Background: an optimization exercise with open tools, aiming at small area and a short achievable clock period. Do not read the settings as production practice.
RTL that was checked went through simulation tests only; none was proved equivalent to the original.
For runs 2 and 3, only the layout was checked, not whether the RTL still works.
Power is estimated from default activity; no workload was simulated.

==> flow/design.v (outline; a module is shown in full before it is edited, if it fits) <==
// module pe: 537 lines
// module fa: 10 lines
// module ha: 9 lines
// module xor2m: 3 lines
// module maj3m: 3 lines
// module paoi: 3 lines
// module poai: 3 lines
// module pnand: 3 lines
// module pnor: 3 lines
// module pinv: 3 lines
// module sysarray: 42 lines
// module sysarray_flat: 17 lines
module sysarray_flat (
    input  wire         clk,
    input  wire         rst,
    input  wire         clr,
    input  wire [23:0]  a_left,
    input  wire [23:0]  b_top,
    output wire [161:0] acc_out
);
  // ...
==> flow/flow/run.sh <==
#!/bin/bash
set -euo pipefail
export BUFFER_PORTS_ARGS="-buffer_cell sky130_fd_sc_hd__buf_1"
export PRE_RESIZE_TCL="$PWD/flow/pre_resize.tcl"
bash standard.sh > standard.log 2>&1
==> flow/flow/pre_resize.tcl <==
# Input-port buffers (named input* by buffer_ports) to buf_4.
set n 0
foreach inst [get_cells input*] {
  if { [get_property $inst ref_name] == "sky130_fd_sc_hd__buf_1" } {
    replace_cell $inst sky130_fd_sc_hd__buf_4
    incr n
  }
}
puts "pre_resize: $n input buffers made sky130_fd_sc_hd__buf_4"
==> flow/standard.sh <==
#!/bin/bash
# synth_recipe.tcl (not shown) runs the flow's synth.tcl, then flattens the netlist and writes it again
# the make line also repeats each setting of config.mk as NAME=value (left out here)
make -C /OpenROAD-flow-scripts/flow DESIGN_CONFIG=/design/flow/config.mk WORK_HOME=/design/flow/orfs CLKGATE_MAP_FILE= SYNTH_SCRIPT=/design/flow/synth_recipe.tcl "${@:-finish}"
==> flow/config.mk <==
export PLATFORM = sky130hd
export DESIGN_NAME = sysarray_flat
export DESIGN_NICKNAME = sysarray_flat
export VERILOG_FILES = /design/flow/design.v
export SDC_FILE = /design/flow/constraint.sdc
export NUM_CORES = 4
export LEC_CHECK = 0
export CAP_MARGIN = 20
export CORE_MARGIN = 2
export CORE_UTILIZATION = 40
export CTS_BUF_LIST = sky130_fd_sc_hd__clkbuf_4 sky130_fd_sc_hd__clkbuf_8
export SETUP_SLACK_MARGIN = 1.1
export SLEW_MARGIN = 20
export SYNTH_HIERARCHICAL = 1
export SYNTH_MINIMUM_KEEP_SIZE = 0
==> flow/constraint.sdc <==
create_clock -name core_clock -period 5.0 [get_ports {clk}]
set_input_delay 1.0000 -clock core_clock [delete_from_list [all_inputs] [get_ports {clk}]]
set_output_delay 1.0000 -clock core_clock [all_outputs]
set_load 0.01 [all_outputs]
==> out/results.ini, run 1 <==
[run_status]
status = no timing/DRC/antenna violations

[sta]
holdWs_ps = 529
slew_viol_final = 0

[floorplanning]
die_h_um = 263
die_w_um = 263
die-area_um2 = 69200

[grt]
met1_usage_pct = 23.6
grt-ovfl-total = 0
grtUsageTotal_pct = 19.2

[finish]
buffers = 227
layout_common_cells = 495 x and2_1, 323 x fa_1, 288 x xor2_1
nets = 3550
top_register = u_arr.g_row.g_col.u_pe.acc_out
dominant-cell-class = multi-input gates

[synth]
synth_area_um2 = 26800
yosysTopAreaCell = fa_1
synth.top_cells.by_area = fa_1 25%, dfxtp_1 19%, and2_1 12%, ha_1 9.7%, xor2_1 9.4%
yosysSeqAreaShare_pct = 19.2
yosys_most_used_dff = dfxtp_1

[power]
pg_seq_uw = 2740
power_frac_comb_pct = 64.6
netSwitchingPower_uw = 6880

[clock_tree]
cts_buffers = 54
ctsLongestPathBuffers = 3

[worst_setup_path]
end_kind = flop
worstPathCellList = buf_4 > and2_1 > ha_1 > fa_1 > fa_1 > xor2_1 > ha_1 > nand2_1 > o21ai_1 > a21oi_4 > o21ai_1 > xnor2_1 > nor2_1
r2r_start = u_arr.g_row[0].g_col[0].g_hop.a_q[2]

[detailed_routing]
wirelength_um = 65500
vias = 18852

[worst_hold_path]
hold_class = reg -> reg

[place]
place_area_um2 = 28700

==> module sysarray, before the edit <==
module sysarray (
    input  logic               clk,
    input  logic               rst,
    input  logic               clr,
    input  logic [2:0][7:0]    left,
    input  logic [2:0][7:0]    top,
    output logic [8:0][17:0]   out
);
    logic [2:0][2:0][7:0] a_in;   
    logic [2:0][2:0][7:0] b_in;   
    genvar r, c;
    generate
        for (r = 0; r < 3; r++) begin : g_row
            assign a_in[r][0] = left[r];
            assign b_in[0][r] = top[r];
            for (c = 0; c < 3; c++) begin : g_col
                if (c < 2) begin : g_hop
                    logic [7:0] a_q, b_q;
                    always_ff @(posedge clk) begin
                        if (rst) begin
                            a_q <= '0;
                            b_q <= '0;
                        end else begin
                            a_q <= a_in[r][c];
                            b_q <= b_in[c][r];
                        end
                    end
                    assign a_in[r][c+1] = a_q;
                    assign b_in[c+1][r] = b_q;
                end
                pe u_pe (
                    .clk(clk),
                    .rst(rst),
                    .clr(clr),
                    .a_in(a_in[r][c]),
                    .b_in(b_in[r][c]),
                    .acc_out(out[3*r+c])
                );
            end
        end
    endgenerate
endmodule
==> run 2, diff against run 1 <==
--- a/flow/design.v
+++ b/flow/design.v
@@ -577,6 +577,525 @@
 module pinv (input logic a, output logic y);
     assign y = ~a;
 endmodule
+module pe_small (
+    input  logic        clk,
+    input  logic        rst,
+    input  logic        clr,
+    input  logic [7:0]  a_in,
+    input  logic [7:0]  b_in,
+    output logic [17:0] acc_out
+);
+    logic [17:0] sum;
+    logic pp0_0;
+    logic pp0_1;
+    logic pp0_2;
+    logic pp0_3;
+    logic pp0_4;
+    logic pp0_5;
+    logic pp0_6;
+    logic pp0_7;
+    logic pp1_0;
+    logic pp1_1;
+    logic pp1_2;
+    logic pp1_3;
+    logic pp1_4;
+    logic pp1_5;
+    logic pp1_6;
+    logic pp1_7;
+    logic pp2_0;
+    logic pp2_1;
+    logic pp2_2;
+    logic pp2_3;
+    logic pp2_4;
+    logic pp2_5;
+    logic pp2_6;
+    logic pp2_7;
+    logic pp3_0;
+    logic pp3_1;
+    logic pp3_2;
+    logic pp3_3;
+    logic pp3_4;
+    logic pp3_5;
+    logic pp3_6;
+    logic pp3_7;
+    logic pp4_0;
+    logic pp4_1;
+    logic pp4_2;
+    logic pp4_3;
+    logic pp4_4;
+    logic pp4_5;
+    logic pp4_6;
+    logic pp4_7;
+    logic pp5_0;
+    logic pp5_1;
+    logic pp5_2;
+    logic pp5_3;
+    logic pp5_4;
+    logic pp5_5;
+    logic pp5_6;
+    logic pp5_7;
+    logic pp6_0;
+    logic pp6_1;
+    logic pp6_2;
+    logic pp6_3;
+    logic pp6_4;
+    logic pp6_5;
+    logic pp6_6;
+    logic pp6_7;
+    logic pp7_0;
+    logic pp7_1;
+    logic pp7_2;
+    logic pp7_3;
+    logic pp7_4;
+    logic pp7_5;
+    logic pp7_6;
+    logic pp7_7;
+    logic ha_s0;
+    logic ha_c0;
+    logic fa_s0;
+    logic fa_c0;
+    logic ha_s1;
+    logic ha_c1;
+    logic fa_s1;
+    logic fa_c1;
+    logic fa_s2;
+    logic fa_c2;
+    logic ha_s2;
+    logic ha_c2;
+    logic fa1_s0;
+    logic fa1_c0;
+    logic fa_s3;
+    logic fa_c3;
+    logic fa_s4;
+    logic fa_c4;
+    logic fa_s5;
+    logic fa_c5;
+    logic fa_s6;
+    logic fa_c6;
+    logic fa_s7;
+    logic fa_c7;
+    logic ha_s3;
+    logic ha_c3;
+    logic fa_s8;
+    logic fa_c8;
+    logic ha_s4;
+    logic ha_c4;
+    logic fa_s9;
+    logic fa_c9;
+    logic fa_s10;
+    logic fa_c10;
+    logic fa_s11;
+    logic fa_c11;
+    logic fa_s12;
+    logic fa_c12;
+    logic fa_s13;
+    logic fa_c13;
+    logic fa_s14;
+    logic fa_c14;
+    logic iv_s0;
+    logic fa_s15;
+    logic fa_c15;
+    logic fa_s16;
+    logic fa_c16;
+    logic fa_s17;
+    logic fa_c17;
+    logic fa_s18;
+    logic fa_c18;
+    logic fa_s19;
+    logic fa_c19;
+    logic fa_s20;
+    logic fa_c20;
+    logic fa_s21;
+    logic fa_c21;
+    logic fa_s22;
+    logic fa_c22;
+    logic fa_s23;
+    logic fa_c23;
+    logic ha_s5;
+    logic ha_c5;
+    logic fa_s24;
+    logic fa_c24;
+    logic fa_s25;
+    logic fa_c25;
+    logic fa_s26;
+    logic fa_c26;
+    logic fa_s27;
+    logic fa_c27;
+    logic fa_s28;
+    logic fa_c28;
+    logic fa_s29;
+    logic fa_c29;
+    logic fa_s30;
+    logic fa_c30;
+    logic fa_s31;
+    logic fa_c31;
+    logic fa_s32;
+    logic fa_c32;
+    logic fa_s33;
+    logic fa_c33;
+    logic fa_s34;
+    logic fa_c34;
+    logic ha_s6;
+    logic ha_c6;
+    logic fa_s35;
+    logic fa_c35;
+    logic fa_s36;
+    logic fa_c36;
+    logic fa_s37;
+    logic fa_c37;
+    logic fx_s0;
+    logic fx_c0;
+    logic fx_s0_xy;
+    logic fx_s1;
+    logic fx_c1;
+    logic fx_s1_xy;
+    logic fx_s2;
+    logic fx_c2;
+    logic fx_s2_xy;
+    logic fx_s3;
+    logic fx_c3;
+    logic fx_s3_xy;
+    logic fx_s4;
+    logic fx_c4;
+    logic fx_s4_xy;
+    logic fx_s5;
+    logic fx_c5;
+    logic fx_s5_xy;
+    logic fx_s6;
+    logic fx_c6;
+    logic fx_s6_xy;
+    logic fx_s7;
+    logic fx_c7;
+    logic fx_s7_xy;
+    logic fa_s38;
+    logic fa_c38;
+    logic fa_s39;
+    logic fa_c39;
+    logic ha_s7;
+    logic ha_c7;
+    logic rc_s0;
+    logic rc_c0;
+    logic rc_s1;
+    logic rc_c1;
+    logic rc_s2;
+    logic rc_c2;
+    logic pp_p4;
+    logic pp_g4;
+    logic pp_p5;
+    logic pp_g5;
+    logic pp_p6;
+    logic pp_g6;
+    logic pp_p7;
+    logic pp_g7;
+    logic pp_p8;
+    logic pp_g8;
+    logic pp_p9;
+    logic pp_g9;
+    logic pp_p10;
+    logic pp_g10;
+    logic pp_p11;
+    logic pp_g11;
+    logic pp_p12;
+    logic pp_g12;
+    logic pp_p13;
+    logic pp_g13;
+    logic pp_p14;
+    logic pp_g14;
+    logic pp_p15;
+    logic pp_g15;
+    logic iv_s1;
+    logic pp_p16;
+    logic pp_g16;
+    logic iv_s2;
+    logic pp_p17;
+    logic pp_g17;
+    logic iv_s3;
+    logic pg1;
+    logic pg2;
+    logic pq3;
+    logic pg4;
+    logic pq5;
+    logic pg6;
+    logic pq7;
+    logic pg8;
+    logic pq9;
+    logic pg10;
+    logic pq11;
+    logic pg12;
+    logic pq13;
+    logic pn14;
+    logic pn15;
+    logic pg16;
+    logic pg17;
+    logic pn18;
+    logic pn19;
+    logic pg20;
+    logic pq21;
+    logic pg22;
+    logic pq23;
+    logic pn24;
+    logic pn25;
+    logic pg26;
+    logic pq27;
+    logic pg28;
+    logic pq29;
+    logic pg30;
+    logic pn31;
+    logic pg32;
+    logic pg33;
+    logic pg34;
+    logic pg35;
+    logic pq36;
+    logic pn37;
+    logic pn38;
+    logic pg39;
+    logic pq40;
+    logic pn41;
+    logic pn42;
+    logic pg43;
+    logic pg44;
+    logic pn45;
+    logic pn46;
+    logic pg47;
+    logic pn48;
+    logic pn49;
+    logic pg50;
+    logic pg51;
+    logic pg52;
+    assign pp0_0 = a_in[0] & b_in[0];
+    assign pp0_1 = a_in[0] & b_in[1];
+    assign pp0_2 = a_in[0] & b_in[2];
+    assign pp0_3 = a_in[0] & b_in[3];
+    assign pp0_4 = a_in[0] & b_in[4];
+    assign pp0_5 = a_in[0] & b_in[5];
+    assign pp0_6 = a_in[0] & b_in[6];
+    assign pp0_7 = ~(a_in[0] & b_in[7]);
+    assign pp1_0 = a_in[1] & b_in[0];
+    assign pp1_1 = a_in[1] & b_in[1];
+    assign pp1_2 = a_in[1] & b_in[2];
+    assign pp1_3 = a_in[1] & b_in[3];
+    assign pp1_4 = a_in[1] & b_in[4];
+    assign pp1_5 = a_in[1] & b_in[5];
+    assign pp1_6 = a_in[1] & b_in[6];
+    assign pp1_7 = ~(a_in[1] & b_in[7]);
+    assign pp2_0 = a_in[2] & b_in[0];
+    assign pp2_1 = a_in[2] & b_in[1];
+    assign pp2_2 = a_in[2] & b_in[2];
+    assign pp2_3 = a_in[2] & b_in[3];
+    assign pp2_4 = a_in[2] & b_in[4];
+    assign pp2_5 = a_in[2] & b_in[5];
+    assign pp2_6 = a_in[2] & b_in[6];
+    assign pp2_7 = ~(a_in[2] & b_in[7]);
+    assign pp3_0 = a_in[3] & b_in[0];
+    assign pp3_1 = a_in[3] & b_in[1];
+    assign pp3_2 = a_in[3] & b_in[2];
+    assign pp3_3 = a_in[3] & b_in[3];
+    assign pp3_4 = a_in[3] & b_in[4];
+    assign pp3_5 = a_in[3] & b_in[5];
+    assign pp3_6 = a_in[3] & b_in[6];
+    assign pp3_7 = ~(a_in[3] & b_in[7]);
+    assign pp4_0 = a_in[4] & b_in[0];
+    assign pp4_1 = a_in[4] & b_in[1];
+    assign pp4_2 = a_in[4] & b_in[2];
+    assign pp4_3 = a_in[4] & b_in[3];
+    assign pp4_4 = a_in[4] & b_in[4];
+    assign pp4_5 = a_in[4] & b_in[5];
+    assign pp4_6 = a_in[4] & b_in[6];
+    assign pp4_7 = ~(a_in[4] & b_in[7]);
+    assign pp5_0 = a_in[5] & b_in[0];
+    assign pp5_1 = a_in[5] & b_in[1];
+    assign pp5_2 = a_in[5] & b_in[2];
+    assign pp5_3 = a_in[5] & b_in[3];
+    assign pp5_4 = a_in[5] & b_in[4];
+    assign pp5_5 = a_in[5] & b_in[5];
+    assign pp5_6 = a_in[5] & b_in[6];
+    assign pp5_7 = ~(a_in[5] & b_in[7]);
+    assign pp6_0 = a_in[6] & b_in[0];
+    assign pp6_1 = a_in[6] & b_in[1];
+    assign pp6_2 = a_in[6] & b_in[2];
+    assign pp6_3 = a_in[6] & b_in[3];
+    assign pp6_4 = a_in[6] & b_in[4];
+    assign pp6_5 = a_in[6] & b_in[5];
+    assign pp6_6 = a_in[6] & b_in[6];
+    assign pp6_7 = ~(a_in[6] & b_in[7]);
+    assign pp7_0 = ~(a_in[7] & b_in[0]);
+    assign pp7_1 = ~(a_in[7] & b_in[1]);
+    assign pp7_2 = ~(a_in[7] & b_in[2]);
+    assign pp7_3 = ~(a_in[7] & b_in[3]);
+    assign pp7_4 = ~(a_in[7] & b_in[4]);
+    assign pp7_5 = ~(a_in[7] & b_in[5]);
+    assign pp7_6 = ~(a_in[7] & b_in[6]);
+    assign pp7_7 = a_in[7] & b_in[7];
+    ha u_ha_s0 (.x(acc_out[5]), .y(pp0_5), .s(ha_s0), .c(ha_c0));
+    fa u_fa_s0 (.x(pp1_5), .y(acc_out[6]), .z(pp0_6), .s(fa_s0), .c(fa_c0));
+    ha u_ha_s1 (.x(pp2_4), .y(pp3_3), .s(ha_s1), .c(ha_c1));
+    fa u_fa_s1 (.x(pp1_6), .y(acc_out[7]), .z(pp0_7), .s(fa_s1), .c(fa_c1));
+    fa u_fa_s2 (.x(pp4_3), .y(pp2_5), .z(pp3_4), .s(fa_s2), .c(fa_c2));
+    ha u_ha_s2 (.x(pp5_2), .y(pp6_1), .s(ha_s2), .c(ha_c2));
+    assign fa1_s0 = acc_out[8] ^ pp1_7;
+    assign fa1_c0 = acc_out[8] | pp1_7;
+    fa u_fa_s3 (.x(pp4_4), .y(pp2_6), .z(pp3_5), .s(fa_s3), .c(fa_c3));
+    fa u_fa_s4 (.x(pp7_1), .y(pp5_3), .z(pp6_2), .s(fa_s4), .c(fa_c4));
+    fa u_fa_s5 (.x(pp3_6), .y(acc_out[9]), .z(pp2_7), .s(fa_s5), .c(fa_c5));
+    fa u_fa_s6 (.x(pp6_3), .y(pp4_5), .z(pp5_4), .s(fa_s6), .c(fa_c6));
+    fa u_fa_s7 (.x(pp4_6), .y(acc_out[10]), .z(pp3_7), .s(fa_s7), .c(fa_c7));
+    ha u_ha_s3 (.x(acc_out[3]), .y(pp0_3), .s(ha_s3), .c(ha_c3));
+    fa u_fa_s8 (.x(pp1_3), .y(acc_out[4]), .z(pp0_4), .s(fa_s8), .c(fa_c8));
+    ha u_ha_s4 (.x(pp2_2), .y(pp3_1), .s(ha_s4), .c(ha_c4));
+    fa u_fa_s9 (.x(pp3_2), .y(pp1_4), .z(pp2_3), .s(fa_s9), .c(fa_c9));
+    fa u_fa_s10 (.x(ha_s0), .y(pp4_1), .z(pp5_0), .s(fa_s10), .c(fa_c10));
+    fa u_fa_s11 (.x(pp6_0), .y(pp4_2), .z(pp5_1), .s(fa_s11), .c(fa_c11));
+    fa u_fa_s12 (.x(fa_s0), .y(ha_c0), .z(ha_s1), .s(fa_s12), .c(fa_c12));
+    fa u_fa_s13 (.x(ha_s2), .y(pp7_0), .z(ha_c1), .s(fa_s13), .c(fa_c13));
+    fa u_fa_s14 (.x(fa_s2), .y(fa_c0), .z(fa_s1), .s(fa_s14), .c(fa_c14));
+    pinv u_iv_s0 (.a(fa1_s0), .y(iv_s0));
+    fa u_fa_s15 (.x(fa_c1), .y(ha_c2), .z(iv_s0), .s(fa_s15), .c(fa_c15));
+    fa u_fa_s16 (.x(fa_s4), .y(fa_c2), .z(fa_s3), .s(fa_s16), .c(fa_c16));
+    fa u_fa_s17 (.x(fa_c3), .y(pp7_2), .z(fa1_c0), .s(fa_s17), .c(fa_c17));
+    fa u_fa_s18 (.x(fa_s6), .y(fa_c4), .z(fa_s5), .s(fa_s18), .c(fa_c18));
+    fa u_fa_s19 (.x(pp7_3), .y(pp5_5), .z(pp6_4), .s(fa_s19), .c(fa_c19));
+    fa u_fa_s20 (.x(fa_s7), .y(fa_c5), .z(fa_c6), .s(fa_s20), .c(fa_c20));
+    fa u_fa_s21 (.x(pp5_6), .y(acc_out[11]), .z(pp4_7), .s(fa_s21), .c(fa_c21));
+    fa u_fa_s22 (.x(fa_c7), .y(pp6_5), .z(pp7_4), .s(fa_s22), .c(fa_c22));
+    fa u_fa_s23 (.x(pp6_6), .y(acc_out[12]), .z(pp5_7), .s(fa_s23), .c(fa_c23));
+    ha u_ha_s5 (.x(acc_out[2]), .y(pp0_2), .s(ha_s5), .c(ha_c5));
+    fa u_fa_s24 (.x(pp3_0), .y(pp1_2), .z(pp2_1), .s(fa_s24), .c(fa_c24));
+    fa u_fa_s25 (.x(ha_s4), .y(pp4_0), .z(ha_c3), .s(fa_s25), .c(fa_c25));
+    fa u_fa_s26 (.x(fa_s9), .y(ha_c4), .z(fa_c8), .s(fa_s26), .c(fa_c26));
+    fa u_fa_s27 (.x(fa_c10), .y(fa_c9), .z(fa_s11), .s(fa_s27), .c(fa_c27));
+    fa u_fa_s28 (.x(fa_c12), .y(fa_c11), .z(fa_s13), .s(fa_s28), .c(fa_c28));
+    fa u_fa_s29 (.x(fa_s15), .y(fa_c13), .z(fa_c14), .s(fa_s29), .c(fa_c29));
+    fa u_fa_s30 (.x(fa_s17), .y(fa_c15), .z(fa_c16), .s(fa_s30), .c(fa_c30));
+    fa u_fa_s31 (.x(fa_c18), .y(fa_s19), .z(fa_c17), .s(fa_s31), .c(fa_c31));
+    fa u_fa_s32 (.x(fa_c20), .y(fa_c19), .z(fa_s21), .s(fa_s32), .c(fa_c32));
+    fa u_fa_s33 (.x(fa_s23), .y(pp7_5), .z(fa_c21), .s(fa_s33), .c(fa_c33));
+    fa u_fa_s34 (.x(pp7_6), .y(acc_out[13]), .z(pp6_7), .s(fa_s34), .c(fa_c34));
+    ha u_ha_s6 (.x(acc_out[1]), .y(pp0_1), .s(ha_s6), .c(ha_c6));
+    fa u_fa_s35 (.x(ha_s5), .y(pp1_1), .z(pp2_0), .s(fa_s35), .c(fa_c35));
+    fa u_fa_s36 (.x(fa_s24), .y(ha_c5), .z(ha_s3), .s(fa_s36), .c(fa_c36));
+    fa u_fa_s37 (.x(fa_s25), .y(fa_c24), .z(fa_s8), .s(fa_s37), .c(fa_c37));
+    xor2m u_fx_s0_xy (.a(fa_c25), .b(fa_s10), .y(fx_s0_xy));
+    xor2m u_fx_s0 (.a(fx_s0_xy), .b(fa_s26), .y(fx_s0));
+    maj3m u_fx_c0 (.a(fa_c25), .b(fa_s10), .c(fa_s26), .y(fx_c0));
+    xor2m u_fx_s1_xy (.a(fa_c26), .b(fa_s12), .y(fx_s1_xy));
+    xor2m u_fx_s1 (.a(fx_s1_xy), .b(fa_s27), .y(fx_s1));
+    maj3m u_fx_c1 (.a(fa_c26), .b(fa_s12), .c(fa_s27), .y(fx_c1));
+    xor2m u_fx_s2_xy (.a(fa_s14), .b(fa_c27), .y(fx_s2_xy));
+    xor2m u_fx_s2 (.a(fx_s2_xy), .b(fa_s28), .y(fx_s2));
+    maj3m u_fx_c2 (.a(fa_s14), .b(fa_c27), .c(fa_s28), .y(fx_c2));
+    xor2m u_fx_s3_xy (.a(fa_s16), .b(fa_c28), .y(fx_s3_xy));
+    xor2m u_fx_s3 (.a(fx_s3_xy), .b(fa_s29), .y(fx_s3));
+    maj3m u_fx_c3 (.a(fa_s16), .b(fa_c28), .c(fa_s29), .y(fx_c3));
+    xor2m u_fx_s4_xy (.a(fa_s18), .b(fa_c29), .y(fx_s4_xy));
+    xor2m u_fx_s4 (.a(fx_s4_xy), .b(fa_s30), .y(fx_s4));
+    maj3m u_fx_c4 (.a(fa_s18), .b(fa_c29), .c(fa_s30), .y(fx_c4));
+    xor2m u_fx_s5_xy (.a(fa_s20), .b(fa_c30), .y(fx_s5_xy));
+    xor2m u_fx_s5 (.a(fx_s5_xy), .b(fa_s31), .y(fx_s5));
+    maj3m u_fx_c5 (.a(fa_s20), .b(fa_c30), .c(fa_s31), .y(fx_c5));
+    xor2m u_fx_s6_xy (.a(fa_s22), .b(fa_c31), .y(fx_s6_xy));
+    xor2m u_fx_s6 (.a(fx_s6_xy), .b(fa_s32), .y(fx_s6));
+    maj3m u_fx_c6 (.a(fa_s22), .b(fa_c31), .c(fa_s32), .y(fx_c6));
+    xor2m u_fx_s7_xy (.a(fa_c22), .b(fa_s33), .y(fx_s7_xy));
+    xor2m u_fx_s7 (.a(fx_s7_xy), .b(fa_c32), .y(fx_s7));
+    maj3m u_fx_c7 (.a(fa_c22), .b(fa_s33), .c(fa_c32), .y(fx_c7));
+    fa u_fa_s38 (.x(fa_c33), .y(fa_c23), .z(fa_s34), .s(fa_s38), .c(fa_c38));
+    fa u_fa_s39 (.x(fa_c34), .y(acc_out[14]), .z(pp7_7), .s(fa_s39), .c(fa_c39));
+    ha u_ha_s7 (.x(acc_out[0]), .y(pp0_0), .s(ha_s7), .c(ha_c7));
+    fa u_rc_s0 (.x(ha_c7), .y(pp1_0), .z(ha_s6), .s(rc_s0), .c(rc_c0));
+    fa u_rc_s1 (.x(rc_c0), .y(ha_c6), .z(fa_s35), .s(rc_s1), .c(rc_c1));
+    fa u_rc_s2 (.x(rc_c1), .y(fa_c35), .z(fa_s36), .s(rc_s2), .c(rc_c2));
+    pinv u_iv_s1 (.a(acc_out[15]), .y(iv_s1));
+    pinv u_iv_s2 (.a(acc_out[16]), .y(iv_s2));
+    pinv u_iv_s3 (.a(acc_out[17]), .y(iv_s3));
+    assign sum[0] = ha_s7;
+    assign sum[1] = rc_s0;
+    assign sum[2] = rc_s1;
+    assign sum[3] = rc_s2;
+    ha u_hpg4 (.x(fa_c36), .y(fa_s37), .s(pp_p4), .c(pp_g4));
+    ha u_hpg5 (.x(fa_c37), .y(fx_s0), .s(pp_p5), .c(pp_g5));
+    ha u_hpg6 (.x(fx_c0), .y(fx_s1), .s(pp_p6), .c(pp_g6));
+    ha u_hpg7 (.x(fx_c1), .y(fx_s2), .s(pp_p7), .c(pp_g7));
+    ha u_hpg8 (.x(fx_c2), .y(fx_s3), .s(pp_p8), .c(pp_g8));
+    ha u_hpg9 (.x(fx_c3), .y(fx_s4), .s(pp_p9), .c(pp_g9));
+    ha u_hpg10 (.x(fx_c4), .y(fx_s5), .s(pp_p10), .c(pp_g10));
+    ha u_hpg11 (.x(fx_c5), .y(fx_s6), .s(pp_p11), .c(pp_g11));
+    ha u_hpg12 (.x(fx_c6), .y(fx_s7), .s(pp_p12), .c(pp_g12));
+    ha u_hpg13 (.x(fx_c7), .y(fa_s38), .s(pp_p13), .c(pp_g13));
+    ha u_hpg14 (.x(fa_c38), .y(fa_s39), .s(pp_p14), .c(pp_g14));
+    ha u_hpg15 (.x(fa_c39), .y(iv_s1), .s(pp_p15), .c(pp_g15));
+    ha u_hpg16 (.x(acc_out[15]), .y(iv_s2), .s(pp_p16), .c(pp_g16));
+    ha u_hpg17 (.x(acc_out[16]), .y(iv_s3), .s(pp_p17), .c(pp_g17));
+    paoi u_pg1 (.g1(pp_g4), .p1(pp_p4), .g0(rc_c2), .y(pg1));
+    paoi u_pg2 (.g1(pp_g6), .p1(pp_p6), .g0(pp_g5), .y(pg2));
+    pnand u_pq3 (.a(pp_p6), .b(pp_p5), .y(pq3));
+    paoi u_pg4 (.g1(pp_g8), .p1(pp_p8), .g0(pp_g7), .y(pg4));
+    pnand u_pq5 (.a(pp_p8), .b(pp_p7), .y(pq5));
+    paoi u_pg6 (.g1(pp_g10), .p1(pp_p10), .g0(pp_g9), .y(pg6));
+    pnand u_pq7 (.a(pp_p10), .b(pp_p9), .y(pq7));
+    paoi u_pg8 (.g1(pp_g12), .p1(pp_p12), .g0(pp_g11), .y(pg8));
+    pnand u_pq9 (.a(pp_p12), .b(pp_p11), .y(pq9));
+    paoi u_pg10 (.g1(pp_g14), .p1(pp_p14), .g0(pp_g13), .y(pg10));
+    pnand u_pq11 (.a(pp_p14), .b(pp_p13), .y(pq11));
+    paoi u_pg12 (.g1(pp_g16), .p1(pp_p16), .g0(pp_g15), .y(pg12));
+    pnand u_pq13 (.a(pp_p16), .b(pp_p15), .y(pq13));
+    pinv u_pn14 (.a(pp_g5), .y(pn14));
+    pinv u_pn15 (.a(pp_p5), .y(pn15));
+    poai u_pg16 (.g1(pn14), .p1(pn15), .g0(pg1), .y(pg16));
+    poai u_pg17 (.g1(pg2), .p1(pq3), .g0(pg1), .y(pg17));
+    pinv u_pn18 (.a(pp_g9), .y(pn18));
+    pinv u_pn19 (.a(pp_p9), .y(pn19));
+    poai u_pg20 (.g1(pn18), .p1(pn19), .g0(pg4), .y(pg20));
+    pnor u_pq21 (.a(pn19), .b(pq5), .y(pq21));
+    poai u_pg22 (.g1(pg6), .p1(pq7), .g0(pg4), .y(pg22));
+    pnor u_pq23 (.a(pq7), .b(pq5), .y(pq23));
+    pinv u_pn24 (.a(pp_g13), .y(pn24));
+    pinv u_pn25 (.a(pp_p13), .y(pn25));
+    poai u_pg26 (.g1(pn24), .p1(pn25), .g0(pg8), .y(pg26));
+    pnor u_pq27 (.a(pn25), .b(pq9), .y(pq27));
+    poai u_pg28 (.g1(pg10), .p1(pq11), .g0(pg8), .y(pg28));
+    pnor u_pq29 (.a(pq11), .b(pq9), .y(pq29));
+    paoi u_pg30 (.g1(pp_g7), .p1(pp_p7), .g0(pg17), .y(pg30));
+    pinv u_pn31 (.a(pg17), .y(pn31));
+    poai u_pg32 (.g1(pg4), .p1(pq5), .g0(pn31), .y(pg32));
+    paoi u_pg33 (.g1(pg20), .p1(pq21), .g0(pg17), .y(pg33));
+    paoi u_pg34 (.g1(pg22), .p1(pq23), .g0(pg17), .y(pg34));
+    paoi u_pg35 (.g1(pp_g15), .p1(pp_p15), .g0(pg28), .y(pg35));
+    pnand u_pq36 (.a(pp_p15), .b(pq29), .y(pq36));
+    pinv u_pn37 (.a(pg12), .y(pn37));
+    pinv u_pn38 (.a(pq13), .y(pn38));
+    paoi u_pg39 (.g1(pn37), .p1(pn38), .g0(pg28), .y(pg39));
+    pnand u_pq40 (.a(pn38), .b(pq29), .y(pq40));
+    pinv u_pn41 (.a(pp_g11), .y(pn41));
+    pinv u_pn42 (.a(pp_p11), .y(pn42));
+    poai u_pg43 (.g1(pn41), .p1(pn42), .g0(pg34), .y(pg43));
+    poai u_pg44 (.g1(pg8), .p1(pq9), .g0(pg34), .y(pg44));
+    pinv u_pn45 (.a(pg26), .y(pn45));
+    pinv u_pn46 (.a(pq27), .y(pn46));
+    poai u_pg47 (.g1(pn45), .p1(pn46), .g0(pg34), .y(pg47));
+    pinv u_pn48 (.a(pg28), .y(pn48));
+    pinv u_pn49 (.a(pq29), .y(pn49));
+    poai u_pg50 (.g1(pn48), .p1(pn49), .g0(pg34), .y(pg50));
+    poai u_pg51 (.g1(pg35), .p1(pq36), .g0(pg34), .y(pg51));
+    poai u_pg52 (.g1(pg39), .p1(pq40), .g0(pg34), .y(pg52));
+    assign sum[4] = pp_p4 ^ rc_c2;
+    assign sum[5] = ~(pp_p5 ^ pg1);
+    assign sum[6] = pp_p6 ^ pg16;
+    assign sum[7] = pp_p7 ^ pg17;
+    assign sum[8] = ~(pp_p8 ^ pg30);
+    assign sum[9] = pp_p9 ^ pg32;
+    assign sum[10] = ~(pp_p10 ^ pg33);
+    assign sum[11] = ~(pp_p11 ^ pg34);
+    assign sum[12] = pp_p12 ^ pg43;
+    assign sum[13] = pp_p13 ^ pg44;
+    assign sum[14] = pp_p14 ^ pg47;
+    assign sum[15] = pp_p15 ^ pg50;
+    assign sum[16] = pp_p16 ^ pg51;
+    assign sum[17] = pp_p17 ^ pg52;
+    always_ff @(posedge clk) begin
+        if (rst || clr) acc_out <= '0;
+        else            acc_out <= sum;
+    end
+endmodule
 `default_nettype none
 `timescale 1ns/1ns
 module sysarray (
@@ -609,14 +1128,25 @@
                     assign a_in[r][c+1] = a_q;
                     assign b_in[c+1][r] = b_q;
                 end
-                pe u_pe (
-                    .clk(clk),
-                    .rst(rst),
-                    .clr(clr),
-                    .a_in(a_in[r][c]),
-                    .b_in(b_in[r][c]),
-                    .acc_out(out[3*r+c])
-                );
+                if (r == 0 || c == 0) begin : g_fast
+                    pe u_pe (
+                        .clk(clk),
+                        .rst(rst),
+                        .clr(clr),
+                        .a_in(a_in[r][c]),
+                        .b_in(b_in[r][c]),
+                        .acc_out(out[3*r+c])
+                    );
+                end else begin : g_small
+                    pe_small u_pe (
+                        .clk(clk),
+                        .rst(rst),
+                        .clr(clr),
+                        .a_in(a_in[r][c]),
+                        .b_in(b_in[r][c]),
+                        .acc_out(out[3*r+c])
+                    );
+                end
             end
         end
     endgenerate
==> out/results.ini, run 2 <==
[worst_setup_path]
crit_required_ps = 5490
worstPathArrival_ps = 4260
end_kind = flop
crit_fanout = 9
cpLargestDelayFamily = adder cells
startpoint_type = primary input
critical_path_class = in -> reg
critPathBufInv = 2
max_stage_delay_ps = 510
crit_path_top_delay_cell = fa_1
worstPathCellList = buf_4 > and2_1 > fa_1 > fa_1 > xor2_1 > xor2_1 > buf_4 > maj3_2 > ha_1 > nand2_1 > o21ai_1 > a21oi_4 > o21ai_1 > xnor2_1 > nor2_1

[finish]
multi_input_area_um2 = 20500
final-seq-area_um2 = 5240
antenna_cells = 0
area_growth_pct = 12.5
nets = 3527  ; -0.65%
drive_gt1_share_pct = 15.3
largest_registers = u_arr.g_row.g_col.g_fast.u_pe.acc_out: 90 flops, u_arr.g_row.g_col.g_small.u_pe.acc_out: 72 flops
fin_util_pct = 45.5
top_register = u_arr.g_row.g_col.g_fast.u_pe.acc_out
final_common_cell = and2_1
layout.cell_area.non_filler_um2 = 30000
largest_register_ffs = 90
layout_common_cells = 495 x and2_1, 347 x fa_1, 240 x xor2_1
fill_cells = 6322

[place]
dp_slack_ps = 579
gp_congestion = 0.864
place_area_um2 = 28500  ; -0.78%
port_buffers = 212
place_hpwl_um = 51600

[sta]
report.final.hold_viol_count = 0
slew_headroom_pct = 52.1
rsz0062_at_grt = yes
skew_ps = 25.1
fin_crit_ps = 3770
timing.final.crit_share_pct = 75.3
setup_viol = 0
worstMarginPinSlew_ps = 718
slew_viol_final = 0  ; unchanged
max_freq_mhz = 266
tns_ps = 0
final.setup.worst_slack_ps = 1230

[grt]
grt-ovfl-total = 0  ; unchanged
met1_usage_pct = 24.3  ; +0.70 points
grtUsageTotal_pct = 19.4  ; +0.21 points
grt_pass1_wl_um = 107000
grt_busiest_layer = met2
grt_pass1_vias = 20717
met2_usage_pct = 34.4
use_met3_pct = 3.78
antenna_found_initial = 1
grt_max_degree = 38

[synth]
yosysTopAreaCell = fa_1
synth_top_area_share_pct = 26.8
synth_commonest_cells = 495 x and2_1, 357 x fa_1, 258 x dfxtp_1
yosys_most_used_dff = dfxtp_1
synth_area_um2 = 26600  ; -0.78%
synth_edf_count = 0
synth.top_cells.by_area = fa_1 27%, dfxtp_1 19%, and2_1 12%, ha_1 9.7%, xor2_1 7.9%
synth.most_common_cell = and2_1
netlist-cell-type-count = 19
syn_inst = 2665
ys_ff_latch = 258
async_reset_ff_share_pct = 0
yosysSeqAreaShare_pct = 19.4  ; +0.15 points
avgSynthCellArea_um2 = 9.99
yosys_warnings = 9
synth_nets = 3280

[detailed_routing]
first_pass_iters = 5
vias = 18585  ; -1.4%
wirelength_um = 64400  ; -1.6%
via_per_inst = 4.87
wire_per_inst_um = 16.9
ant_nets = 0
drcViolationCount = 0
drt_iter0_markers = 595

[clock_tree]
ctsLongestPathBuffers = 3  ; unchanged
cts_num_sinks = 258
clk_latency_ps = 660
h-tree-depth = 2
post_cts_hold_buffer_count = 0
path_clk_slew_ps = 60
cts_buffers = 55  ; +1.9%
tritoncts = done
cts_root_buf = clkbuf_8

[job]
maxCapViolCount = 0

[power]
power_uw = 15100
power_density_nw_per_um2 = 503
peakVddDrop_v = 0.000570
p_leak_uw = 0.0134

[floorplanning]
die-area_um2 = 68600  ; -0.77%
io_pins = 213
core_area_um2 = 65900
die_h_um = 262  ; -0.39%
die_w_um = 262  ; -0.39%
start_util_pct = 40.4
num_rows = 94

[worst_hold_path]
hold_class = reg -> reg

[run_status]
status = no timing/DRC/antenna violations

-- run 2: cell count changes after synthesis --
cell | before | now
maj3_2 | 126 | 102
xor2_1 | 288 | 240
fa_1 | 333 | 357
-- run 2: per-layer routing --
metal  wire length, µm  up-vias
met5                13        -
met4              1430        2
met3              2990       89
met2             32300      320
met1             27700     9285
li1                  -     8889
-- run 2: final timing paths --
path	start	cells past startpoint	to	slack, ps
max	a_left[18]	15	u_arr.g_row[2].g_col[0].g_fast.u_pe.acc_out[15]	1230
min	u_arr.g_row[1].g_col[0].g_hop.a_q[1]	1	u_arr.g_row[1].g_col[1].g_hop.a_q[1]	530
max reg2reg	u_arr.g_row[1].g_col[1].g_hop.a_q[3]	12	u_arr.g_row[1].g_col[2].g_small.u_pe.acc_out[12]	1280
min reg2reg	u_arr.g_row[1].g_col[0].g_hop.a_q[1]	1	u_arr.g_row[1].g_col[1].g_hop.a_q[1]	530
-- run 2: Yosys stat by module, one instance, submodules excluded, a selection --
module	copies in the design	flip-flops and latches	cell area, µm²	cells
fa	357	0	20.0	1
pnor	36	0	3.75	1
sysarray	1	96	2600	202
ha	198	0	12.5	1
pnand	72	0	3.75	1
poai	117	0	5.00	1
paoi	108	0	8.76	1
maj3m	102	0	11.3	1
pe_small	4	18	987	122
-- run 2: cell families (layout without fill, tap and decap cells) --
logic type / Yosys count / in the layout / share of synthesized area (%)
XOR/XNOR: 330 / 330 / 10.9
adder cells (fa/ha/maj): 666 / 666 / 40.9
AND/OR/NAND/NOR: 960 / 960 / 19.3
AO/OA/AOI/OAI: 225 / 225 / 5.75
flip-flops: 258 / 258 / 19.4
buffers and inverters: 226 / 517 / 3.84
-- run 2: what timing repair did --
item                                    CTS  global route
cloned                                    0             0
pin swaps                                 0             1
buffers inserted                          0             1
endpoints found under the setup margin    4            49
hold endpoints to repair                  0             0
gates resized for setup                   2            64
-- run 2: per-stage QoR --
step                      std cells  hold slack, ps
after detailed placement       3718             557
after floorplan                2665             436
after global placement         3718             560
final                          3820             529
after global routing           3820             533
after CTS                      3819             504
-- run 2: power by group --
part / leakage [µW] / switching (µW) / internal (µW)
clock: 0.000697 / 1070 / 1670
combinational: 0.0106 / 5370 / 4220
sequential: 0.00214 / 338 / 2410
-- run 2: cell type report --
type | count | share of cell area (%)
Tap cell | 864 | 3.61
Multi-Input combinational cell | 2181 | 68.5
Inverter | 189 | 2.37
Clock buffer | 80 | 3.53
Clock inverter | 21 | 0.873
Sequential cell | 258 | 17.5
Timing Repair Buffer | 227 | 3.65
==> run 3, diff against run 2 <==
--- a/flow/design.v
+++ b/flow/design.v
@@ -743,34 +743,26 @@
     logic fa_c36;
     logic fa_s37;
     logic fa_c37;
-    logic fx_s0;
-    logic fx_c0;
-    logic fx_s0_xy;
-    logic fx_s1;
-    logic fx_c1;
-    logic fx_s1_xy;
-    logic fx_s2;
-    logic fx_c2;
-    logic fx_s2_xy;
-    logic fx_s3;
-    logic fx_c3;
-    logic fx_s3_xy;
-    logic fx_s4;
-    logic fx_c4;
-    logic fx_s4_xy;
-    logic fx_s5;
-    logic fx_c5;
-    logic fx_s5_xy;
-    logic fx_s6;
-    logic fx_c6;
-    logic fx_s6_xy;
-    logic fx_s7;
-    logic fx_c7;
-    logic fx_s7_xy;
     logic fa_s38;
     logic fa_c38;
     logic fa_s39;
     logic fa_c39;
+    logic fa_s40;
+    logic fa_c40;
+    logic fa_s41;
+    logic fa_c41;
+    logic fa_s42;
+    logic fa_c42;
+    logic fa_s43;
+    logic fa_c43;
+    logic fa_s44;
+    logic fa_c44;
+    logic fa_s45;
+    logic fa_c45;
+    logic fa_s46;
+    logic fa_c46;
+    logic fa_s47;
+    logic fa_c47;
     logic ha_s7;
     logic ha_c7;
     logic rc_s0;
@@ -779,8 +771,8 @@
     logic rc_c1;
     logic rc_s2;
     logic rc_c2;
-    logic pp_p4;
-    logic pp_g4;
+    logic rc_s3;
+    logic rc_c3;
     logic pp_p5;
     logic pp_g5;
     logic pp_p6;
@@ -821,47 +813,40 @@
     logic pq9;
     logic pg10;
     logic pq11;
-    logic pg12;
-    logic pq13;
-    logic pn14;
+    logic pn12;
+    logic pg13;
+    logic pg14;
     logic pn15;
-    logic pg16;
+    logic pn16;
     logic pg17;
-    logic pn18;
-    logic pn19;
-    logic pg20;
-    logic pq21;
-    logic pg22;
-    logic pq23;
-    logic pn24;
-    logic pn25;
-    logic pg26;
-    logic pq27;
-    logic pg28;
-    logic pq29;
+    logic pq18;
+    logic pg19;
+    logic pq20;
+    logic pn21;
+    logic pn22;
+    logic pg23;
+    logic pq24;
+    logic pg25;
+    logic pq26;
+    logic pg27;
+    logic pn28;
+    logic pn29;
     logic pg30;
-    logic pn31;
+    logic pg31;
     logic pg32;
     logic pg33;
-    logic pg34;
-    logic pg35;
-    logic pq36;
-    logic pn37;
-    logic pn38;
-    logic pg39;
-    logic pq40;
-    logic pn41;
+    logic pq34;
+    logic pn35;
+    logic pn36;
+    logic pg37;
+    logic pg38;
+    logic pn39;
+    logic pn40;
+    logic pg41;
     logic pn42;
-    logic pg43;
+    logic pn43;
     logic pg44;
-    logic pn45;
-    logic pn46;
-    logic pg47;
-    logic pn48;
-    logic pn49;
-    logic pg50;
-    logic pg51;
-    logic pg52;
+    logic pg45;
     assign pp0_0 = a_in[0] & b_in[0];
     assign pp0_1 = a_in[0] & b_in[1];
     assign pp0_2 = a_in[0] & b_in[2];
@@ -974,36 +959,21 @@
     fa u_fa_s35 (.x(ha_s5), .y(pp1_1), .z(pp2_0), .s(fa_s35), .c(fa_c35));
     fa u_fa_s36 (.x(fa_s24), .y(ha_c5), .z(ha_s3), .s(fa_s36), .c(fa_c36));
     fa u_fa_s37 (.x(fa_s25), .y(fa_c24), .z(fa_s8), .s(fa_s37), .c(fa_c37));
-    xor2m u_fx_s0_xy (.a(fa_c25), .b(fa_s10), .y(fx_s0_xy));
-    xor2m u_fx_s0 (.a(fx_s0_xy), .b(fa_s26), .y(fx_s0));
-    maj3m u_fx_c0 (.a(fa_c25), .b(fa_s10), .c(fa_s26), .y(fx_c0));
-    xor2m u_fx_s1_xy (.a(fa_c26), .b(fa_s12), .y(fx_s1_xy));
-    xor2m u_fx_s1 (.a(fx_s1_xy), .b(fa_s27), .y(fx_s1));
-    maj3m u_fx_c1 (.a(fa_c26), .b(fa_s12), .c(fa_s27), .y(fx_c1));
-    xor2m u_fx_s2_xy (.a(fa_s14), .b(fa_c27), .y(fx_s2_xy));
-    xor2m u_fx_s2 (.a(fx_s2_xy), .b(fa_s28), .y(fx_s2));
-    maj3m u_fx_c2 (.a(fa_s14), .b(fa_c27), .c(fa_s28), .y(fx_c2));
-    xor2m u_fx_s3_xy (.a(fa_s16), .b(fa_c28), .y(fx_s3_xy));
-    xor2m u_fx_s3 (.a(fx_s3_xy), .b(fa_s29), .y(fx_s3));
-    maj3m u_fx_c3 (.a(fa_s16), .b(fa_c28), .c(fa_s29), .y(fx_c3));
-    xor2m u_fx_s4_xy (.a(fa_s18), .b(fa_c29), .y(fx_s4_xy));
-    xor2m u_fx_s4 (.a(fx_s4_xy), .b(fa_s30), .y(fx_s4));
-    maj3m u_fx_c4 (.a(fa_s18), .b(fa_c29), .c(fa_s30), .y(fx_c4));
-    xor2m u_fx_s5_xy (.a(fa_s20), .b(fa_c30), .y(fx_s5_xy));
-    xor2m u_fx_s5 (.a(fx_s5_xy), .b(fa_s31), .y(fx_s5));
-    maj3m u_fx_c5 (.a(fa_s20), .b(fa_c30), .c(fa_s31), .y(fx_c5));
-    xor2m u_fx_s6_xy (.a(fa_s22), .b(fa_c31), .y(fx_s6_xy));
-    xor2m u_fx_s6 (.a(fx_s6_xy), .b(fa_s32), .y(fx_s6));
-    maj3m u_fx_c6 (.a(fa_s22), .b(fa_c31), .c(fa_s32), .y(fx_c6));
-    xor2m u_fx_s7_xy (.a(fa_c22), .b(fa_s33), .y(fx_s7_xy));
-    xor2m u_fx_s7 (.a(fx_s7_xy), .b(fa_c32), .y(fx_s7));
-    maj3m u_fx_c7 (.a(fa_c22), .b(fa_s33), .c(fa_c32), .y(fx_c7));
-    fa u_fa_s38 (.x(fa_c33), .y(fa_c23), .z(fa_s34), .s(fa_s38), .c(fa_c38));
-    fa u_fa_s39 (.x(fa_c34), .y(acc_out[14]), .z(pp7_7), .s(fa_s39), .c(fa_c39));
+    fa u_fa_s38 (.x(fa_s26), .y(fa_c25), .z(fa_s10), .s(fa_s38), .c(fa_c38));
+    fa u_fa_s39 (.x(fa_s27), .y(fa_c26), .z(fa_s12), .s(fa_s39), .c(fa_c39));
+    fa u_fa_s40 (.x(fa_s28), .y(fa_s14), .z(fa_c27), .s(fa_s40), .c(fa_c40));
+    fa u_fa_s41 (.x(fa_s29), .y(fa_s16), .z(fa_c28), .s(fa_s41), .c(fa_c41));
+    fa u_fa_s42 (.x(fa_s30), .y(fa_s18), .z(fa_c29), .s(fa_s42), .c(fa_c42));
+    fa u_fa_s43 (.x(fa_s31), .y(fa_s20), .z(fa_c30), .s(fa_s43), .c(fa_c43));
+    fa u_fa_s44 (.x(fa_s32), .y(fa_s22), .z(fa_c31), .s(fa_s44), .c(fa_c44));
+    fa u_fa_s45 (.x(fa_c32), .y(fa_c22), .z(fa_s33), .s(fa_s45), .c(fa_c45));
+    fa u_fa_s46 (.x(fa_c33), .y(fa_c23), .z(fa_s34), .s(fa_s46), .c(fa_c46));
+    fa u_fa_s47 (.x(fa_c34), .y(acc_out[14]), .z(pp7_7), .s(fa_s47), .c(fa_c47));
     ha u_ha_s7 (.x(acc_out[0]), .y(pp0_0), .s(ha_s7), .c(ha_c7));
     fa u_rc_s0 (.x(ha_c7), .y(pp1_0), .z(ha_s6), .s(rc_s0), .c(rc_c0));
     fa u_rc_s1 (.x(rc_c0), .y(ha_c6), .z(fa_s35), .s(rc_s1), .c(rc_c1));
     fa u_rc_s2 (.x(rc_c1), .y(fa_c35), .z(fa_s36), .s(rc_s2), .c(rc_c2));
+    fa u_rc_s3 (.x(rc_c2), .y(fa_c36), .z(fa_s37), .s(rc_s3), .c(rc_c3));
     pinv u_iv_s1 (.a(acc_out[15]), .y(iv_s1));
     pinv u_iv_s2 (.a(acc_out[16]), .y(iv_s2));
     pinv u_iv_s3 (.a(acc_out[17]), .y(iv_s3));
@@ -1011,86 +981,78 @@
     assign sum[1] = rc_s0;
     assign sum[2] = rc_s1;
     assign sum[3] = rc_s2;
-    ha u_hpg4 (.x(fa_c36), .y(fa_s37), .s(pp_p4), .c(pp_g4));
-    ha u_hpg5 (.x(fa_c37), .y(fx_s0), .s(pp_p5), .c(pp_g5));
-    ha u_hpg6 (.x(fx_c0), .y(fx_s1), .s(pp_p6), .c(pp_g6));
-    ha u_hpg7 (.x(fx_c1), .y(fx_s2), .s(pp_p7), .c(pp_g7));
-    ha u_hpg8 (.x(fx_c2), .y(fx_s3), .s(pp_p8), .c(pp_g8));
-    ha u_hpg9 (.x(fx_c3), .y(fx_s4), .s(pp_p9), .c(pp_g9));
-    ha u_hpg10 (.x(fx_c4), .y(fx_s5), .s(pp_p10), .c(pp_g10));
-    ha u_hpg11 (.x(fx_c5), .y(fx_s6), .s(pp_p11), .c(pp_g11));
-    ha u_hpg12 (.x(fx_c6), .y(fx_s7), .s(pp_p12), .c(pp_g12));
-    ha u_hpg13 (.x(fx_c7), .y(fa_s38), .s(pp_p13), .c(pp_g13));
-    ha u_hpg14 (.x(fa_c38), .y(fa_s39), .s(pp_p14), .c(pp_g14));
-    ha u_hpg15 (.x(fa_c39), .y(iv_s1), .s(pp_p15), .c(pp_g15));
+    assign sum[4] = rc_s3;
+    ha u_hpg5 (.x(fa_c37), .y(fa_s38), .s(pp_p5), .c(pp_g5));
+    ha u_hpg6 (.x(fa_c38), .y(fa_s39), .s(pp_p6), .c(pp_g6));
+    ha u_hpg7 (.x(fa_c39), .y(fa_s40), .s(pp_p7), .c(pp_g7));
+    ha u_hpg8 (.x(fa_c40), .y(fa_s41), .s(pp_p8), .c(pp_g8));
+    ha u_hpg9 (.x(fa_c41), .y(fa_s42), .s(pp_p9), .c(pp_g9));
+    ha u_hpg10 (.x(fa_c42), .y(fa_s43), .s(pp_p10), .c(pp_g10));
+    ha u_hpg11 (.x(fa_c43), .y(fa_s44), .s(pp_p11), .c(pp_g11));
+    ha u_hpg12 (.x(fa_c44), .y(fa_s45), .s(pp_p12), .c(pp_g12));
+    ha u_hpg13 (.x(fa_c45), .y(fa_s46), .s(pp_p13), .c(pp_g13));
+    ha u_hpg14 (.x(fa_c46), .y(fa_s47), .s(pp_p14), .c(pp_g14));
+    ha u_hpg15 (.x(fa_c47), .y(iv_s1), .s(pp_p15), .c(pp_g15));
     ha u_hpg16 (.x(acc_out[15]), .y(iv_s2), .s(pp_p16), .c(pp_g16));
     ha u_hpg17 (.x(acc_out[16]), .y(iv_s3), .s(pp_p17), .c(pp_g17));
-    paoi u_pg1 (.g1(pp_g4), .p1(pp_p4), .g0(rc_c2), .y(pg1));
-    paoi u_pg2 (.g1(pp_g6), .p1(pp_p6), .g0(pp_g5), .y(pg2));
-    pnand u_pq3 (.a(pp_p6), .b(pp_p5), .y(pq3));
-    paoi u_pg4 (.g1(pp_g8), .p1(pp_p8), .g0(pp_g7), .y(pg4));
-    pnand u_pq5 (.a(pp_p8), .b(pp_p7), .y(pq5));
-    paoi u_pg6 (.g1(pp_g10), .p1(pp_p10), .g0(pp_g9), .y(pg6));
-    pnand u_pq7 (.a(pp_p10), .b(pp_p9), .y(pq7));
-    paoi u_pg8 (.g1(pp_g12), .p1(pp_p12), .g0(pp_g11), .y(pg8));
-    pnand u_pq9 (.a(pp_p12), .b(pp_p11), .y(pq9));
-    paoi u_pg10 (.g1(pp_g14), .p1(pp_p14), .g0(pp_g13), .y(pg10));
-    pnand u_pq11 (.a(pp_p14), .b(pp_p13), .y(pq11));
-    paoi u_pg12 (.g1(pp_g16), .p1(pp_p16), .g0(pp_g15), .y(pg12));
-    pnand u_pq13 (.a(pp_p16), .b(pp_p15), .y(pq13));
-    pinv u_pn14 (.a(pp_g5), .y(pn14));
-    pinv u_pn15 (.a(pp_p5), .y(pn15));
-    poai u_pg16 (.g1(pn14), .p1(pn15), .g0(pg1), .y(pg16));
-    poai u_pg17 (.g1(pg2), .p1(pq3), .g0(pg1), .y(pg17));
-    pinv u_pn18 (.a(pp_g9), .y(pn18));
-    pinv u_pn19 (.a(pp_p9), .y(pn19));
-    poai u_pg20 (.g1(pn18), .p1(pn19), .g0(pg4), .y(pg20));
-    pnor u_pq21 (.a(pn19), .b(pq5), .y(pq21));
-    poai u_pg22 (.g1(pg6), .p1(pq7), .g0(pg4), .y(pg22));
-    pnor u_pq23 (.a(pq7), .b(pq5), .y(pq23));
-    pinv u_pn24 (.a(pp_g13), .y(pn24));
-    pinv u_pn25 (.a(pp_p13), .y(pn25));
-    poai u_pg26 (.g1(pn24), .p1(pn25), .g0(pg8), .y(pg26));
-    pnor u_pq27 (.a(pn25), .b(pq9), .y(pq27));
-    poai u_pg28 (.g1(pg10), .p1(pq11), .g0(pg8), .y(pg28));
-    pnor u_pq29 (.a(pq11), .b(pq9), .y(pq29));
-    paoi u_pg30 (.g1(pp_g7), .p1(pp_p7), .g0(pg17), .y(pg30));
-    pinv u_pn31 (.a(pg17), .y(pn31));
-    poai u_pg32 (.g1(pg4), .p1(pq5), .g0(pn31), .y(pg32));
-    paoi u_pg33 (.g1(pg20), .p1(pq21), .g0(pg17), .y(pg33));
-    paoi u_pg34 (.g1(pg22), .p1(pq23), .g0(pg17), .y(pg34));
-    paoi u_pg35 (.g1(pp_g15), .p1(pp_p15), .g0(pg28), .y(pg35));
-    pnand u_pq36 (.a(pp_p15), .b(pq29), .y(pq36));
-    pinv u_pn37 (.a(pg12), .y(pn37));
-    pinv u_pn38 (.a(pq13), .y(pn38));
-    paoi u_pg39 (.g1(pn37), .p1(pn38), .g0(pg28), .y(pg39));
-    pnand u_pq40 (.a(pn38), .b(pq29), .y(pq40));
-    pinv u_pn41 (.a(pp_g11), .y(pn41));
-    pinv u_pn42 (.a(pp_p11), .y(pn42));
-    poai u_pg43 (.g1(pn41), .p1(pn42), .g0(pg34), .y(pg43));
-    poai u_pg44 (.g1(pg8), .p1(pq9), .g0(pg34), .y(pg44));
-    pinv u_pn45 (.a(pg26), .y(pn45));
-    pinv u_pn46 (.a(pq27), .y(pn46));
-    poai u_pg47 (.g1(pn45), .p1(pn46), .g0(pg34), .y(pg47));
-    pinv u_pn48 (.a(pg28), .y(pn48));
-    pinv u_pn49 (.a(pq29), .y(pn49));
-    poai u_pg50 (.g1(pn48), .p1(pn49), .g0(pg34), .y(pg50));
-    poai u_pg51 (.g1(pg35), .p1(pq36), .g0(pg34), .y(pg51));
-    poai u_pg52 (.g1(pg39), .p1(pq40), .g0(pg34), .y(pg52));
-    assign sum[4] = pp_p4 ^ rc_c2;
-    assign sum[5] = ~(pp_p5 ^ pg1);
-    assign sum[6] = pp_p6 ^ pg16;
-    assign sum[7] = pp_p7 ^ pg17;
-    assign sum[8] = ~(pp_p8 ^ pg30);
-    assign sum[9] = pp_p9 ^ pg32;
-    assign sum[10] = ~(pp_p10 ^ pg33);
-    assign sum[11] = ~(pp_p11 ^ pg34);
-    assign sum[12] = pp_p12 ^ pg43;
-    assign sum[13] = pp_p13 ^ pg44;
-    assign sum[14] = pp_p14 ^ pg47;
-    assign sum[15] = pp_p15 ^ pg50;
-    assign sum[16] = pp_p16 ^ pg51;
-    assign sum[17] = pp_p17 ^ pg52;
+    paoi u_pg1 (.g1(pp_g5), .p1(pp_p5), .g0(rc_c3), .y(pg1));
+    paoi u_pg2 (.g1(pp_g7), .p1(pp_p7), .g0(pp_g6), .y(pg2));
+    pnand u_pq3 (.a(pp_p7), .b(pp_p6), .y(pq3));
+    paoi u_pg4 (.g1(pp_g9), .p1(pp_p9), .g0(pp_g8), .y(pg4));
+    pnand u_pq5 (.a(pp_p9), .b(pp_p8), .y(pq5));
+    paoi u_pg6 (.g1(pp_g11), .p1(pp_p11), .g0(pp_g10), .y(pg6));
+    pnand u_pq7 (.a(pp_p11), .b(pp_p10), .y(pq7));
+    paoi u_pg8 (.g1(pp_g13), .p1(pp_p13), .g0(pp_g12), .y(pg8));
+    pnand u_pq9 (.a(pp_p13), .b(pp_p12), .y(pq9));
+    paoi u_pg10 (.g1(pp_g15), .p1(pp_p15), .g0(pp_g14), .y(pg10));
+    pnand u_pq11 (.a(pp_p15), .b(pp_p14), .y(pq11));
+    pinv u_pn12 (.a(pg1), .y(pn12));
+    paoi u_pg13 (.g1(pp_g6), .p1(pp_p6), .g0(pn12), .y(pg13));
+    poai u_pg14 (.g1(pg2), .p1(pq3), .g0(pg1), .y(pg14));
+    pinv u_pn15 (.a(pp_g10), .y(pn15));
+    pinv u_pn16 (.a(pp_p10), .y(pn16));
+    poai u_pg17 (.g1(pn15), .p1(pn16), .g0(pg4), .y(pg17));
+    pnor u_pq18 (.a(pn16), .b(pq5), .y(pq18));
+    poai u_pg19 (.g1(pg6), .p1(pq7), .g0(pg4), .y(pg19));
+    pnor u_pq20 (.a(pq7), .b(pq5), .y(pq20));
+    pinv u_pn21 (.a(pp_g14), .y(pn21));
+    pinv u_pn22 (.a(pp_p14), .y(pn22));
+    poai u_pg23 (.g1(pn21), .p1(pn22), .g0(pg8), .y(pg23));
+    pnor u_pq24 (.a(pn22), .b(pq9), .y(pq24));
+    poai u_pg25 (.g1(pg10), .p1(pq11), .g0(pg8), .y(pg25));
+    pnor u_pq26 (.a(pq11), .b(pq9), .y(pq26));
+    paoi u_pg27 (.g1(pp_g8), .p1(pp_p8), .g0(pg14), .y(pg27));
+    pinv u_pn28 (.a(pg4), .y(pn28));
+    pinv u_pn29 (.a(pq5), .y(pn29));
+    paoi u_pg30 (.g1(pn28), .p1(pn29), .g0(pg14), .y(pg30));
+    paoi u_pg31 (.g1(pg17), .p1(pq18), .g0(pg14), .y(pg31));
+    paoi u_pg32 (.g1(pg19), .p1(pq20), .g0(pg14), .y(pg32));
+    paoi u_pg33 (.g1(pp_g16), .p1(pp_p16), .g0(pg25), .y(pg33));
+    pnand u_pq34 (.a(pp_p16), .b(pq26), .y(pq34));
+    pinv u_pn35 (.a(pp_g12), .y(pn35));
+    pinv u_pn36 (.a(pp_p12), .y(pn36));
+    poai u_pg37 (.g1(pn35), .p1(pn36), .g0(pg32), .y(pg37));
+    poai u_pg38 (.g1(pg8), .p1(pq9), .g0(pg32), .y(pg38));
+    pinv u_pn39 (.a(pg23), .y(pn39));
+    pinv u_pn40 (.a(pq24), .y(pn40));
+    poai u_pg41 (.g1(pn39), .p1(pn40), .g0(pg32), .y(pg41));
+    pinv u_pn42 (.a(pg25), .y(pn42));
+    pinv u_pn43 (.a(pq26), .y(pn43));
+    poai u_pg44 (.g1(pn42), .p1(pn43), .g0(pg32), .y(pg44));
+    poai u_pg45 (.g1(pg33), .p1(pq34), .g0(pg32), .y(pg45));
+    assign sum[5] = pp_p5 ^ rc_c3;
+    assign sum[6] = ~(pp_p6 ^ pg1);
+    assign sum[7] = ~(pp_p7 ^ pg13);
+    assign sum[8] = pp_p8 ^ pg14;
+    assign sum[9] = ~(pp_p9 ^ pg27);
+    assign sum[10] = ~(pp_p10 ^ pg30);
+    assign sum[11] = ~(pp_p11 ^ pg31);
+    assign sum[12] = ~(pp_p12 ^ pg32);
+    assign sum[13] = pp_p13 ^ pg37;
+    assign sum[14] = pp_p14 ^ pg38;
+    assign sum[15] = pp_p15 ^ pg41;
+    assign sum[16] = pp_p16 ^ pg44;
+    assign sum[17] = pp_p17 ^ pg45;
     always_ff @(posedge clk) begin
         if (rst || clr) acc_out <= '0;
         else            acc_out <= sum;
==> out/results.ini, run 3 <==
[power]
netSwitchingPower_uw = 6750  ; -0.41%
power_density_nw_per_um2 = 499  ; -0.81%
p_clk_share_pct = 15.9  ; -2.3 points
p_int_uw = 8070  ; -2.7%
seqPwrFrac_pct = 18.6  ; +0.4 points
switching_share_pct = 45.6  ; +0.57 points
peakVddDrop_v = 0.000300  ; -47%
p_leak_uw = 0.0132  ; -1.4%
power_frac_comb_pct = 65.5  ; +1.9 points
power_uw = 14800  ; -1.7%

[detailed_routing]
vias = 18213  ; -2.0%
first_pass_iters = 5  ; unchanged
wire_per_inst_um = 17.7  ; +5.2%
wirelength_um = 65900  ; +2.3%
ant_nets = 0  ; unchanged
drcViolationCount = 0  ; unchanged

[floorplanning]
die_w_um = 260  ; -0.82%
start_util_pct = 40.5  ; +0.12 points
die_h_um = 260  ; -0.82%
io_pins = 213  ; unchanged
core_area_um2 = 64600  ; -1.9%
die-area_um2 = 67500  ; -1.6%
num_rows = 93  ; -1.1%

[worst_hold_path]
min-delay-start = u_arr.g_row[2].g_col[0].g_hop.a_q[5]
hold_class = reg -> reg
hold_end = u_arr.g_row[2].g_col[1].g_hop.a_q[5]
min_delay_path_depth = 1  ; unchanged

[sta]
skew_ps = 20.2  ; -4.89 ps
max_freq_mhz = 265  ; -0.21%
tns_ps = 0  ; unchanged
holdWs_ps = 536  ; +7.19 ps
fin_crit_ps = 3770  ; +8.02 ps
slew_headroom_pct = 56.2  ; +4.1 points
timing.final.crit_share_pct = 75.5  ; +0.16 points
slew_viol_final = 0  ; unchanged
rsz0062_at_grt = no
setup_viol = 0  ; unchanged
worstMarginPinSlew_ps = 657  ; -60.8 ps

[worst_setup_path]
cpLargestDelayFamily = adder cells
worstPathCellList = and2_1 > fa_1 > fa_1 > fa_1 > fa_1 > ha_4 > a21oi_2 > o21ai_1 > buf_4 > a21oi_4 > o21ai_1 > xnor2_1 > nor2_1
critical_path_class = reg -> reg
crit_fanout = 8  ; -1
end_kind = flop
rrSetupSlack_ps = 1230  ; -50 ps
rr_worst_depth = 13  ; +1
worstPathArrival_ps = 4290  ; +30 ps
r2r_start = u_arr.g_row[2].g_col[1].g_hop.b_q[6]
r2r_end = u_arr.g_row[2].g_col[2].g_small.u_pe.acc_out[14]
crit_required_ps = 5520  ; +30 ps
startpoint_type = flop

[finish]
final-seq-area_um2 = 5280  ; +0.86%
largest_registers = u_arr.g_row.g_col.g_fast.u_pe.acc_out: 90 flops, u_arr.g_row.g_col.g_small.u_pe.acc_out: 72 flops
top_register = u_arr.g_row.g_col.g_fast.u_pe.acc_out
layout.cell_area.non_filler_um2 = 29700  ; -0.85%
multi_input_area_um2 = 20400  ; -0.79%
final_common_cell = and2_1
area_growth_pct = 13.5
antenna_cells = 0  ; unchanged
layout_common_cells = 499 x and2_1, 376 x fa_1, 192 x ha_1
drive_gt1_share_pct = 16.0  ; +0.65 points
nets = 3477  ; -1.4%
largest_register_ffs = 90  ; unchanged
fill_cells = 6126  ; -3.1%

[grt]
grt-ovfl-total = 0  ; unchanged
grt_pass1_wl_um = 107000  ; about the same
antenna_found_initial = 3  ; +2
grtUsageTotal_pct = 20.0  ; +0.58 points
grt_busiest_layer = met2
use_met3_pct = 4.64  ; +0.86 points
grt_pass1_vias = 20179  ; -2.6%
grt_max_degree = 45  ; +18%
met1_usage_pct = 24.5  ; +0.26 points
met2_usage_pct = 34.5  ; +0.13 points

[synth]
avgSynthCellArea_um2 = 10.2  ; +2.2%
synth.most_common_cell = and2_1
synth_edf_count = 0  ; unchanged
ys_ff_latch = 258  ; unchanged
async_reset_ff_share_pct = 0  ; unchanged
yosys_most_used_dff = dfxtp_1
netlist-cell-type-count = 20  ; +1
yosysTopAreaCell = fa_1
synth_nets = 3212  ; -2.1%
synth_area_um2 = 26200  ; -1.7%
syn_inst = 2565  ; -3.8%
synth_top_area_share_pct = 30.0  ; +3.2 points
yosysSeqAreaShare_pct = 19.7  ; +0.33 points
synth.top_cells.by_area = fa_1 30%, dfxtp_1 20%, and2_1 12%, ha_1 9.7%, xor2_1 6.2%

[place]
place_hpwl_um = 52700  ; +2.2%
port_buffers = 212  ; unchanged
gp_congestion = 0.872  ; +0.88%
place_area_um2 = 28200  ; -1.2%

[clock_tree]
post_cts_hold_buffer_count = 0  ; unchanged
cts_root_buf = clkbuf_8
ctsLongestPathBuffers = 3  ; unchanged
clk_latency_ps = 640  ; -20 ps
h-tree-depth = 2  ; unchanged
tritoncts = done
cts_buffers = 53  ; -3.6%
path_clk_slew_ps = 50  ; about the same
cts_num_sinks = 258  ; unchanged

[job]
maxCapViolCount = 0  ; unchanged

[run_status]
status = no timing/DRC/antenna violations

==> run 3: changes by cell type after synthesis, moves of 8 or more <==
cell / change
inv_1: -8
xor2_1: -56
maj3_2: -32
o21ai_1: -12
nand2_1: -8
fa_1: +36
xnor2_1: -12
==> run 3: cell families after synthesis <==
logic type,Yosys count,synth area share [%]
XOR/XNOR,262,8.76
adder cells (fa/ha/maj),666,42.8
flip-flops,258,19.7
buffers and inverters,214,3.62
AO/OA/AOI/OAI,213,5.62
AND/OR/NAND/NOR,952,19.5
==> run 3: power by group through the flow <==
| stage | clock, µW | combinational, µW | sequential [µW] |
|---|---|---|---|
| after global placement | 0 | 8950 | 2810 |
| after detailed placement | 0 | 9270 | 2810 |
| after CTS | 2440 | 9390 | 2780 |
| final | 2350 | 9710 | 2760 |
| after global routing | 2540 | 10900 | 2810 |
| after floorplan | 0 | 7450 | 2810 |
==> run 3: modules after synthesis, one instance, submodules excluded, excerpt <==
module,times used,area [µm²],cells
pinv,163,3.75,1
pe_small,4,970,120
ha,194,12.5,1
pnor,36,3.75,1
pnand,64,3.75,1
xor2m,140,8.76,1
pe,5,987,122
sysarray,1,2600,202
fa,393,20.0,1
paoi,108,8.76,1
poai,105,5.00,1
maj3m,70,11.3,1
==> run 3: worst max path at each step <==
stage | from | end | slack, ps | cells past startpoint
floorplan | a_left[2] | u_arr.g_row[0].g_col[0].g_fast.u_pe.acc_out[17] | 1110 | 13
global route | u_arr.g_row[2].g_col[0].g_hop.a_q[1] | u_arr.g_row[2].g_col[1].g_small.u_pe.acc_out[17] | 1080 | 12
detailed placement | a_left[17] | u_arr.g_row[2].g_col[0].g_fast.u_pe.acc_out[14] | 600 | 13
global placement | a_left[16] | u_arr.g_row[2].g_col[0].g_fast.u_pe.acc_out[13] | 450 | 14
finish | u_arr.g_row[2].g_col[1].g_hop.b_q[6] | u_arr.g_row[2].g_col[2].g_small.u_pe.acc_out[14] | 1230 | 13
CTS | u_arr.g_row[1].g_col[0].g_hop.a_q[6] | u_arr.g_row[1].g_col[1].g_small.u_pe.acc_out[14] | 1100 | 13
==> run 3: cell type report <==
cell class              instances  area share (%)
clock buffers                  74            3.30
clock inverters                11           0.375
inverters                     181            2.29
multi-input cells            2093            68.5
flip-flops and latches        258            17.8
well taps                     855            3.60
repair buffers                243            4.12
==> run 3: stage by stage <==
| stage | cells | worst slack [ps] | util (%) |
|---|---|---|---|
| 6_report | 3715 | 1230 | 46.0 |
| 5_1_grt | 3715 | 1080 | 46.0 |
| 4_1_cts | 3707 | 1100 | 45.4 |
| 3_5_place_dp | 3621 | 599 | 43.6 |
| 3_3_place_gp | 3621 | 445 | 43.3 |
| 2_1_floorplan | 2565 | 1110 | - |
==> run 3: repair_timing <==
| action | in CTS | in global routing |
|---|---|---|
| buffers inserted | 1 | 8 |
| resized for setup | 28 | 92 |
| endpoints found under the setup margin | 23 | 48 |
| pin swaps | 0 | 17 |
==> run 3: per-layer routing <==
layer	vias up	part of all wire, %
li1	8583	-
met2	348	49
met4	4	3.4
met1	9156	42
met3	122	5.3
met5	-	0.050

Setup slack of run 3, layout unchanged: 1.227 ns with ideal ports, 1.227 ns with driving cells assumed (clock clkbuf_16, inputs buf_2), 0.615 ns with port delays also shifted by the 0.682 ns mid clock arrival.
